What follows belongs to an exercise in optimizing a design on an open flow for small area; a production flow would make more cautious choices.
In this exercise RTL edits were held to simulation tests only and were not proved equivalent to the original.
No activity file was given, so power comes from the tool's default toggle rates.

== v47 ==
## hdr_core
module hdr_core(
    input  wire       clk,
    input  wire       rst,         
    input  wire       pix_stb,     
    input  wire       animate,     
    input  wire [9:0] x,           
    input  wire [9:0] y,           
    input  wire       btnL,        
    input  wire       btnD,
    input  wire       btnU,
    input  wire       btnR,
    input  wire       pause,       
    output wire [2:0] vgaRed,
    output wire [2:0] vgaGreen,
    output wire [2:0] vgaBlue
    );
    wire tick = animate & pix_stb;
    wire [8:0] ycl, ycd, ycu, ycr;
    wire [2:0] cl, cd, cu, cr;
    hdr_lane #(.IR(2'd3)) laneL (.clk(clk), .rst(rst), .tick(tick), .btn(btnL), .yc(ycl), .code(cl));
    hdr_lane #(.IR(2'd0)) laneD (.clk(clk), .rst(rst), .tick(tick), .btn(btnD), .yc(ycd), .code(cd));
    hdr_lane #(.IR(2'd2)) laneU (.clk(clk), .rst(rst), .tick(tick), .btn(btnU), .yc(ycu), .code(cu));
    hdr_lane #(.IR(2'd1)) laneR (.clk(clk), .rst(rst), .tick(tick), .btn(btnR), .yc(ycr), .code(cr));
    reg [4:0] h;
    always @(posedge clk)
        h <= (btnL ? {2'b0, cl} : 5'd0) + (btnD ? {2'b0, cd} : 5'd0) +
             (btnU ? {2'b0, cu} : 5'd0) + (btnR ? {2'b0, cr} : 5'd0);
    wire [3:0] d5, d4, d3, d2, d1;
    wire [2:0] d0h;
    hdr_acc acc (.clk(clk), .rst(rst), .h(h), .d5(d5), .d4(d4), .d3(d3), .d2(d2), .d1(d1), .d0h(d0h));
    wire fall, tgt, digit_px;
    hdr_shapes shapes (.x(x), .y(y), .ycl(ycl), .ycd(ycd), .ycu(ycu), .ycr(ycr), .fall(fall), .tgt(tgt));
    hdr_digits digits (.x(x), .y(y), .d5(d5), .d4(d4), .d3(d3), .d2(d2), .d1(d1), .d0h(d0h),
                       .digit_px(digit_px));
    reg r, g, bl;
    wire av = ~pause & fall;
    always @(posedge clk) begin
        bl <= av | tgt | digit_px;
        r  <= av | tgt | (digit_px & ~rst & r);
        g  <= av ? (~rst & g) : (tgt | digit_px);
    end
    assign vgaRed   = {3{r}};
    assign vgaGreen = {3{g}};
    assign vgaBlue  = {3{bl}};
endmodule
export LEC_CHECK = 0
export CAP_MARGIN = 20
export CORE_MARGIN = 2
export CORE_UTILIZATION = 60
export CTS_BUF_LIST = sky130_fd_sc_hd__clkbuf_8
export SLEW_MARGIN = 20
create_clock -name core_clock -period 20.0 [get_ports {clk}]
standard.sh (not shown) runs the stock make flow with config.mk's settings and CLKGATE_MAP_FILE= SYNTH_SCRIPT=/design/flow/synth_recipe.tcl, a recipe that flattens the netlist after the stock synthesis.
==> flow/flow/run.sh <==
#!/bin/bash
# The standard layout (standard.sh) with two changes in how it is made:
# - synthesis maps the logic with an area-oriented ABC script (flow/area.abc) and without
#   the adder-cell extraction; everything else in it is ORFS's and the standard flow's synthesis
#   (synth_recipe.tcl: synth -nofsm -noshare, flatten, rename), so the registers are the same;
# - the port buffers that buffer_ports inserts are the smallest buffer (buf_1);
# - clock tree synthesis adds no dummy loads (CTS_ARGS: ORFS's own arguments plus
#   -dont_use_dummy_load).
# The make output goes to standard_make.log; ORFS keeps each step's log under orfs/logs/.
set -euo pipefail
W=$(pwd)
# ORFS's synthesis script, its ABC call given flow/area.abc
sed 's#^  log_cmd abc {\*}$abc_args$#  log_cmd abc {*}[lreplace $abc_args 1 1 '"$W"'/flow/area.abc]#' \
    "$FLOW_HOME/scripts/synth.tcl" > "$W/synth_area.tcl"
grep -q "flow/area.abc" "$W/synth_area.tcl"
# The standard flow's synthesis wrapper around it
sed 's#source $::env(SCRIPTS_DIR)/synth.tcl#source '"$W"'/synth_area.tcl#' "$W/synth_recipe.tcl" > "$W/area_synth.tcl"
grep -q "synth_area.tcl" "$W/area_synth.tcl"
# standard.sh with that synthesis script
S=$(grep -o 'SYNTH_SCRIPT=[^ ]*' "$W/standard.sh")
NEW="$W/area_synth.tcl"
if [[ "$S" == */srcline/synth.tcl ]]; then
  sed "s#$W/synth_recipe.tcl#$W/area_synth.tcl#g" "$W/srcline/synth.tcl" > "$W/srcline_area_synth.tcl"
  NEW="$W/srcline_area_synth.tcl"
fi
sed "s#$S#SYNTH_SCRIPT=$NEW#" "$W/standard.sh" > "$W/area_standard.sh"
grep -q "SYNTH_SCRIPT=$NEW" "$W/area_standard.sh"
export ADDER_MAP_FILE=
export BUFFER_PORTS_ARGS="-buffer_cell sky130_fd_sc_hd__buf_1"
export CTS_ARGS="-sink_clustering_enable -repair_clock_nets -dont_use_dummy_load -buf_list sky130_fd_sc_hd__clkbuf_8 -sink_clustering_size 44 -sink_clustering_max_diameter 400"
bash "$W/area_standard.sh" > standard_make.log 2>&1
==> flow/flow/area.abc <==
strash
&get -n
&deepsyn -J 30 -T 300
&put
dch -f
amap -F 4 -A 8
#### Input delta (v46 over v47)
==> flow/flow/run.sh <==
#!/bin/bash
# Standard layout with two changes in how it is made:
# - the port buffers are the smallest buffer (buf_1) instead of the resizer's default pick;
set -euo pipefail
export BUFFER_PORTS_ARGS="-buffer_cell sky130_fd_sc_hd__buf_1"
bash standard.sh > standard_make.log 2>&1
removed: flow/flow/area.abc
==> results.txt <==
v46 against v47; number of non-clock buffers in the layout is up by a few percent.
Number of rows created at floorplan of v46 exceeds that of v47 by more than 10%.
Switching power summed over all nets delta for v46 relative to v47: about 20% higher
Looking at fraction of standard cell area that is sequential, v46 sits 7.9 points lower than v47 does.
Between v47 and v46, routed wire length is higher for v46, v47 comes in under that.
Number of violations of the max-capacitance limit came out exactly the same in v47 and v46.
[inputs] v11 vs v46
==> flow/flow/run.sh <==
#!/bin/bash
# The standard layout (standard.sh) with two changes in how it is made:
# - synthesis maps the logic with an area-oriented ABC script (flow/area.abc) and without
#   the adder-cell extraction; everything else in it is ORFS's and the standard flow's synthesis
#   (synth_recipe.tcl: synth -nofsm -noshare, flatten, rename), so the registers are the same;
# - the port buffers that buffer_ports inserts are the smallest buffer (buf_1);
# - clock tree synthesis adds no dummy loads (CTS_ARGS: ORFS's own arguments plus
#   -dont_use_dummy_load).
# The make output goes to standard_make.log; ORFS keeps each step's log under orfs/logs/.
set -euo pipefail
W=$(pwd)
# ORFS's synthesis script, its ABC call given flow/area.abc
sed 's#^  log_cmd abc {\*}$abc_args$#  log_cmd abc {*}[lreplace $abc_args 1 1 '"$W"'/flow/area.abc]#' \
    "$FLOW_HOME/scripts/synth.tcl" > "$W/synth_area.tcl"
grep -q "flow/area.abc" "$W/synth_area.tcl"
# The standard flow's synthesis wrapper around it
sed 's#source $::env(SCRIPTS_DIR)/synth.tcl#source '"$W"'/synth_area.tcl#' "$W/synth_recipe.tcl" > "$W/area_synth.tcl"
grep -q "synth_area.tcl" "$W/area_synth.tcl"
# standard.sh with that synthesis script
S=$(grep -o 'SYNTH_SCRIPT=[^ ]*' "$W/standard.sh")
NEW="$W/area_synth.tcl"
if [[ "$S" == */srcline/synth.tcl ]]; then
  sed "s#$W/synth_recipe.tcl#$W/area_synth.tcl#g" "$W/srcline/synth.tcl" > "$W/srcline_area_synth.tcl"
  NEW="$W/srcline_area_synth.tcl"
fi
sed "s#$S#SYNTH_SCRIPT=$NEW#" "$W/standard.sh" > "$W/area_standard.sh"
grep -q "SYNTH_SCRIPT=$NEW" "$W/area_standard.sh"
export ADDER_MAP_FILE=
export BUFFER_PORTS_ARGS="-buffer_cell sky130_fd_sc_hd__buf_1"
export CTS_ARGS="-sink_clustering_enable -repair_clock_nets -dont_use_dummy_load -buf_list sky130_fd_sc_hd__clkbuf_8"
bash "$W/area_standard.sh" > standard_make.log 2>&1
==> flow/flow/area.abc (new file) <==
strash
&get -n
&deepsyn -J 30 -T 300
&put
dch -f
amap
topo
==> comparison <==
v11: adder and majority cell fraction of the synthesized area 17 points below v46. v11 has synthesized netlist cell count below what v46 had. Routed length on met2 for v11: 18% down relative to v46. [diff] first-iteration detailed-routing DRC count, v11 relative to v46: improvement. v11 vs. v46: tap cell count now smaller; worst hold-check slack comparable. Per the comparison of v11 with v46, routability-driven placement congestion ratio went down by 0.042, maximum clock frequency moved down. v11: PASS, flow complete, no timing, DRC or antenna violations.

* * *

Another version of the RTL of hdr_core (not shown whole).
Size in the first run: ~990 cells after synthesis, roughly 92 flip-flops, roughly 0.0083 mm² of cells after synthesis.
clock: 20.0 ns
lec_check: 0
cap_margin: 20
core_margin: 2
core_utilization: 60
cts_buf_list: sky130_fd_sc_hd__clkbuf_8
slew_margin: 20
==> flow/flow/run.sh <==
#!/bin/bash
set -euo pipefail
export BUFFER_PORTS_ARGS="-buffer_cell sky130_fd_sc_hd__buf_1"
export CTS_ARGS="-sink_clustering_enable -repair_clock_nets -dont_use_dummy_load -buf_list sky130_fd_sc_hd__clkbuf_8"
bash standard.sh > standard_make.log 2>&1
Change:
==> flow/run.sh (new file) <==
#!/bin/bash
# synth_recipe.tcl (not shown) runs the flow's synth.tcl, then flattens the netlist and writes it again
# the make line also repeats each setting of config.mk as NAME=value (left out here)
make -C /OpenROAD-flow-scripts/flow DESIGN_CONFIG=/design/flow/config.mk WORK_HOME=/design/flow/orfs CLKGATE_MAP_FILE= SYNTH_SCRIPT=/design/flow/synth_recipe.tcl finish
Settings changed: CTS_CLUSTER_DIAMETER set to 100, CTS_CLUSTER_SIZE set to 30.
removed: flow/flow/run.sh
removed: flow/standard.sh
=>
- The new run produced a clean layout
- power went up by a little under a tenth
- wire length went down slightly
- register-to-register slack is better by 60 ps
- final cell count went up slightly
- clock skew went down by 11 ps
- hold slack stays flat
- non-clock buffer count went up by 2
- sequential cell count does not change
- critical path depth stays the same
Change:
==> flow/flow/run.sh (new file) <==
#!/bin/bash
# Standard layout with two changes in how it is made:
# - the port buffers are the smallest buffer (buf_1) instead of the resizer's default pick;
# - non-critical gates are downsized after global routing (ORFS RECOVER_POWER).
set -euo pipefail
export BUFFER_PORTS_ARGS="-buffer_cell sky130_fd_sc_hd__buf_1"
export RECOVER_POWER=100
bash standard.sh > standard_make.log 2>&1
==> flow/standard.sh (new file) <==
#!/bin/bash
# synth_recipe.tcl (not shown) runs the flow's synth.tcl, then flattens the netlist and writes it again
# the make line also repeats each setting of config.mk as NAME=value (left out here)
make -C /OpenROAD-flow-scripts/flow DESIGN_CONFIG=/design/flow/config.mk WORK_HOME=/design/flow/orfs CLKGATE_MAP_FILE= SYNTH_SCRIPT=/design/flow/synth_recipe.tcl "${@:-finish}"
Settings changed: CTS_CLUSTER_DIAMETER 100 to not set, CTS_CLUSTER_SIZE 30 to not set.
removed: flow/run.sh
This time the run completed and failed the layout checks on capacitance limit, slew limit.
Critical path depth rises by 2.
Final area shrinks by 2.8%.
Maximum frequency drops by 2.4%.
Hold slack stays flat.
Change:
==> flow/flow/run.sh (replaced) <==
#!/bin/bash
# Standard layout with two changes in how it is made:
# - the port buffers are the smallest buffer (buf_1) instead of the resizer's default pick;
set -euo pipefail
export BUFFER_PORTS_ARGS="-buffer_cell sky130_fd_sc_hd__buf_1"
bash standard.sh > standard_make.log 2>&1
Effect: Now the flow ran to the end with no violations; final cell count does not change; global-route usage does not change; hold slack barely changes; sequential cell count stays the same; non-clock buffer count is unchanged; die area does not change; power hardly moves; setup slack is better by 400 ps; critical path depth goes down by 5; clock skew stays flat.

* * *

== lane 1 ==
hdr_core with an RTL version that a note above also has.
Size in the first run: about 890 cells after synthesis, roughly 88 flip-flops, ~38 I/O pins.
clock: 20.0 ns
lec_check: 0
cap_margin: 20
core_margin: 2
core_utilization: 60
cts_buf_list: sky130_fd_sc_hd__clkbuf_8
slew_margin: 20
==> flow/flow/run.sh <==
#!/bin/bash
# The standard layout (standard.sh) with two changes in how it is made:
# - synthesis maps the logic with an area-oriented ABC script (flow/area.abc) and without
#   the adder-cell extraction; everything else in it is ORFS's and the standard flow's synthesis
#   (synth_recipe.tcl: synth -nofsm -noshare, flatten, rename), so the registers are the same;
# - the port buffers that buffer_ports inserts are the smallest buffer (buf_1);
# - clock tree synthesis adds no dummy loads (CTS_ARGS: ORFS's own arguments plus
#   -dont_use_dummy_load).
# The make output goes to standard_make.log; ORFS keeps each step's log under orfs/logs/.
set -euo pipefail
W=$(pwd)
# ORFS's synthesis script, its ABC call given flow/area.abc
sed 's#^  log_cmd abc {\*}$abc_args$#  log_cmd abc {*}[lreplace $abc_args 1 1 '"$W"'/flow/area.abc]#' \
    "$FLOW_HOME/scripts/synth.tcl" > "$W/synth_area.tcl"
grep -q "flow/area.abc" "$W/synth_area.tcl"
# The standard flow's synthesis wrapper around it
sed 's#source $::env(SCRIPTS_DIR)/synth.tcl#source '"$W"'/synth_area.tcl#' "$W/synth_recipe.tcl" > "$W/area_synth.tcl"
grep -q "synth_area.tcl" "$W/area_synth.tcl"
# standard.sh with that synthesis script
S=$(grep -o 'SYNTH_SCRIPT=[^ ]*' "$W/standard.sh")
NEW="$W/area_synth.tcl"
if [[ "$S" == */srcline/synth.tcl ]]; then
  sed "s#$W/synth_recipe.tcl#$W/area_synth.tcl#g" "$W/srcline/synth.tcl" > "$W/srcline_area_synth.tcl"
  NEW="$W/srcline_area_synth.tcl"
fi
sed "s#$S#SYNTH_SCRIPT=$NEW#" "$W/standard.sh" > "$W/area_standard.sh"
grep -q "SYNTH_SCRIPT=$NEW" "$W/area_standard.sh"
export ADDER_MAP_FILE=
export BUFFER_PORTS_ARGS="-buffer_cell sky130_fd_sc_hd__buf_1"
export CTS_ARGS="-sink_clustering_enable -repair_clock_nets -dont_use_dummy_load -buf_list sky130_fd_sc_hd__clkbuf_8"
bash "$W/area_standard.sh" > standard_make.log 2>&1
==> flow/flow/area.abc <==
strash
&get -n
&deepsyn -J 30 -T 300
&put
dch -f
amap -F 4 -A 8
Changes in lane 2 relative to lane 1:
--- a/flow/flow/run.sh
+++ b/flow/flow/run.sh
@@ -29,3 +29,3 @@
 export BUFFER_PORTS_ARGS="-buffer_cell sky130_fd_sc_hd__buf_1"
-export CTS_ARGS="-sink_clustering_enable -repair_clock_nets -dont_use_dummy_load -buf_list sky130_fd_sc_hd__clkbuf_8"
+export CTS_ARGS="-sink_clustering_enable -repair_clock_nets -dont_use_dummy_load -buf_list sky130_fd_sc_hd__clkbuf_8 -sink_buffer_max_cap_derate 1.0 -sink_clustering_size 30 -sink_clustering_max_diameter 200"
 bash "$W/area_standard.sh" > standard_make.log 2>&1
- Lane 2 -> lane 1: site row count delta 0, exact match
- Delta (lane 2 minus lane 1): setup-violating endpoint count in the final report held steady; count of flip-flops and latches has remained practically unchanged.
- Delta (lane 2 minus lane 1): total stage count of the critical path comparable; detailed-route via count comparable; detailed-route wire length comparable.
- Lane 2 against lane 1: global-route wire length before repair roughly the same, routability congestion estimate from global placement roughly the same, post-layout worst setup margin roughly the same.

* * *

hdr_core with an RTL version that a note above also has.
For scale: roughly 990 cells after synthesis.
// hdr_core
module hdr_core(
    input  wire       clk,
    input  wire       rst,         
    input  wire       pix_stb,     
    input  wire       animate,     
    input  wire [9:0] x,           
    input  wire [9:0] y,           
    input  wire       btnL,        
    input  wire       btnD,
    input  wire       btnU,
    input  wire       btnR,
    input  wire       pause,       
    output wire [2:0] vgaRed,
    output wire [2:0] vgaGreen,
    output wire [2:0] vgaBlue
    );
clock: 20.0 ns
lec_check: 0
cap_margin: 20
core_margin: 2
core_utilization: 60
cts_buf_list: sky130_fd_sc_hd__clkbuf_4 sky130_fd_sc_hd__clkbuf_8
slew_margin: 20
run.sh (not shown) runs the stock make flow with config.mk's settings and CLKGATE_MAP_FILE= SYNTH_SCRIPT=/design/flow/synth_recipe.tcl, a recipe that flattens the netlist after the stock synthesis.
Stock flow here: none of the scripts above is used.
Rerun with:
==> flow/flow/run.sh (new file) <==
#!/bin/bash
# The standard layout (standard.sh) with two changes in how it is made:
# - synthesis maps the logic with an area-oriented ABC script (flow/area.abc) and without
#   the adder-cell extraction; everything else in it is ORFS's and the standard flow's synthesis
#   (synth_recipe.tcl: synth -nofsm -noshare, flatten, rename), so the registers are the same;
# - the port buffers that buffer_ports inserts are the smallest buffer (buf_1).
# The make output goes to standard_make.log; ORFS keeps each step's log under orfs/logs/.
set -euo pipefail
W=$(pwd)
# ORFS's synthesis script, its ABC call given flow/area.abc
sed 's#^  log_cmd abc {\*}$abc_args$#  log_cmd abc {*}[lreplace $abc_args 1 1 '"$W"'/flow/area.abc]#' \
    "$FLOW_HOME/scripts/synth.tcl" > "$W/synth_area.tcl"
grep -q "flow/area.abc" "$W/synth_area.tcl"
# The standard flow's synthesis wrapper around it
sed 's#source $::env(SCRIPTS_DIR)/synth.tcl#source '"$W"'/synth_area.tcl#' "$W/synth_recipe.tcl" > "$W/area_synth.tcl"
grep -q "synth_area.tcl" "$W/area_synth.tcl"
# standard.sh with that synthesis script
S=$(grep -o 'SYNTH_SCRIPT=[^ ]*' "$W/standard.sh")
NEW="$W/area_synth.tcl"
if [[ "$S" == */srcline/synth.tcl ]]; then
  sed "s#$W/synth_recipe.tcl#$W/area_synth.tcl#g" "$W/srcline/synth.tcl" > "$W/srcline_area_synth.tcl"
  NEW="$W/srcline_area_synth.tcl"
fi
sed "s#$S#SYNTH_SCRIPT=$NEW#" "$W/standard.sh" > "$W/area_standard.sh"
grep -q "SYNTH_SCRIPT=$NEW" "$W/area_standard.sh"
export ADDER_MAP_FILE=
export BUFFER_PORTS_ARGS="-buffer_cell sky130_fd_sc_hd__buf_1"
bash "$W/area_standard.sh" > standard_make.log 2>&1
==> flow/flow/area.abc (new file) <==
strash
ifraig
dc2
dch -f
amap
topo
==> flow/standard.sh (new file) <==
#!/bin/bash
# synth_recipe.tcl (not shown) runs the flow's synth.tcl, then flattens the netlist and writes it again
# the make line also repeats each setting of config.mk as NAME=value (left out here)
make -C /OpenROAD-flow-scripts/flow DESIGN_CONFIG=/design/flow/config.mk WORK_HOME=/design/flow/orfs CLKGATE_MAP_FILE= SYNTH_SCRIPT=/design/flow/synth_recipe.tcl "${@:-finish}"
Settings changed: CTS_BUF_LIST sky130_fd_sc_hd__clkbuf_4 sky130_fd_sc_hd__clkbuf_8 to sky130_fd_sc_hd__clkbuf_8.
removed: flow/run.sh
- The new run ran to the end with no violations
- synthesized cell count rises by 2.8%
- clock skew fell by 0.013 ns
- hold slack gets worse by 0.0075 ns
- wire length falls by 10%
- count of clock-buffer cells in the layout rises by 1

[what the ideal ports hide]
The results above use ideal ports. As a check the final layouts listed here were re-extracted and re-timed, cells and wires unchanged. Step 1: set_driving_cell puts a clkbuf_16 on clk and a buf_2 on each other input, an assumption about the parent block. Step 2 times the ports against the registers' clock, not the clock port: input delays grow and output delays shrink by t, the midpoint of the rising clock arrivals with the driver on. Three values: ideal, step 1, step 2; two values: the first two.
| run | t, ns | slack for setup (ns) | worst setup path at the end | worst slew at a driven data input, ns | cell pins on the clock port's net |
|---|---|---|---|---|---|
| v47 | 0.390 | 10.601 / 10.607 / 10.217 | input to register | 0.03 | 1 |
| v46 | 0.410 | 11.543 / 11.552 / 11.142 | input to register | 0.07 | 1 |
| v11 | 0.386 | 10.767 / 10.777 / 10.391 | input to register | 0.04 | 1 |
| the first run of note 2 | 0.399 | 12.155 / 12.168 / 11.769 | input to register | 0.04 | 1 |
| the second run of note 2 | 0.426 | 11.951 / 11.963 / 11.537 | input to register | 0.04 | 1 |
| the third run of note 2 | 0.417 | 11.750 / 11.766 / 11.349 | input to register | 0.04 | 1 |
| the fourth run of note 2 | 0.419 | 12.152 / 12.162 / 11.743 | input to register | 0.04 | 1 |
| lane 1 | 0.390 | 10.601 / 10.607 / 10.217 | input to register | 0.03 | 1 |
| lane 2 | 0.390 | 10.601 / 10.607 / 10.217 | input to register | 0.03 | 1 |
| the first run of note 4 | 0.426 | 11.951 / 11.963 / 11.537 | input to register | 0.04 | 1 |
| the second run of note 4 | 0.406 | 10.839 / 10.844 / 10.438 | input to register | 0.04 | 1 |
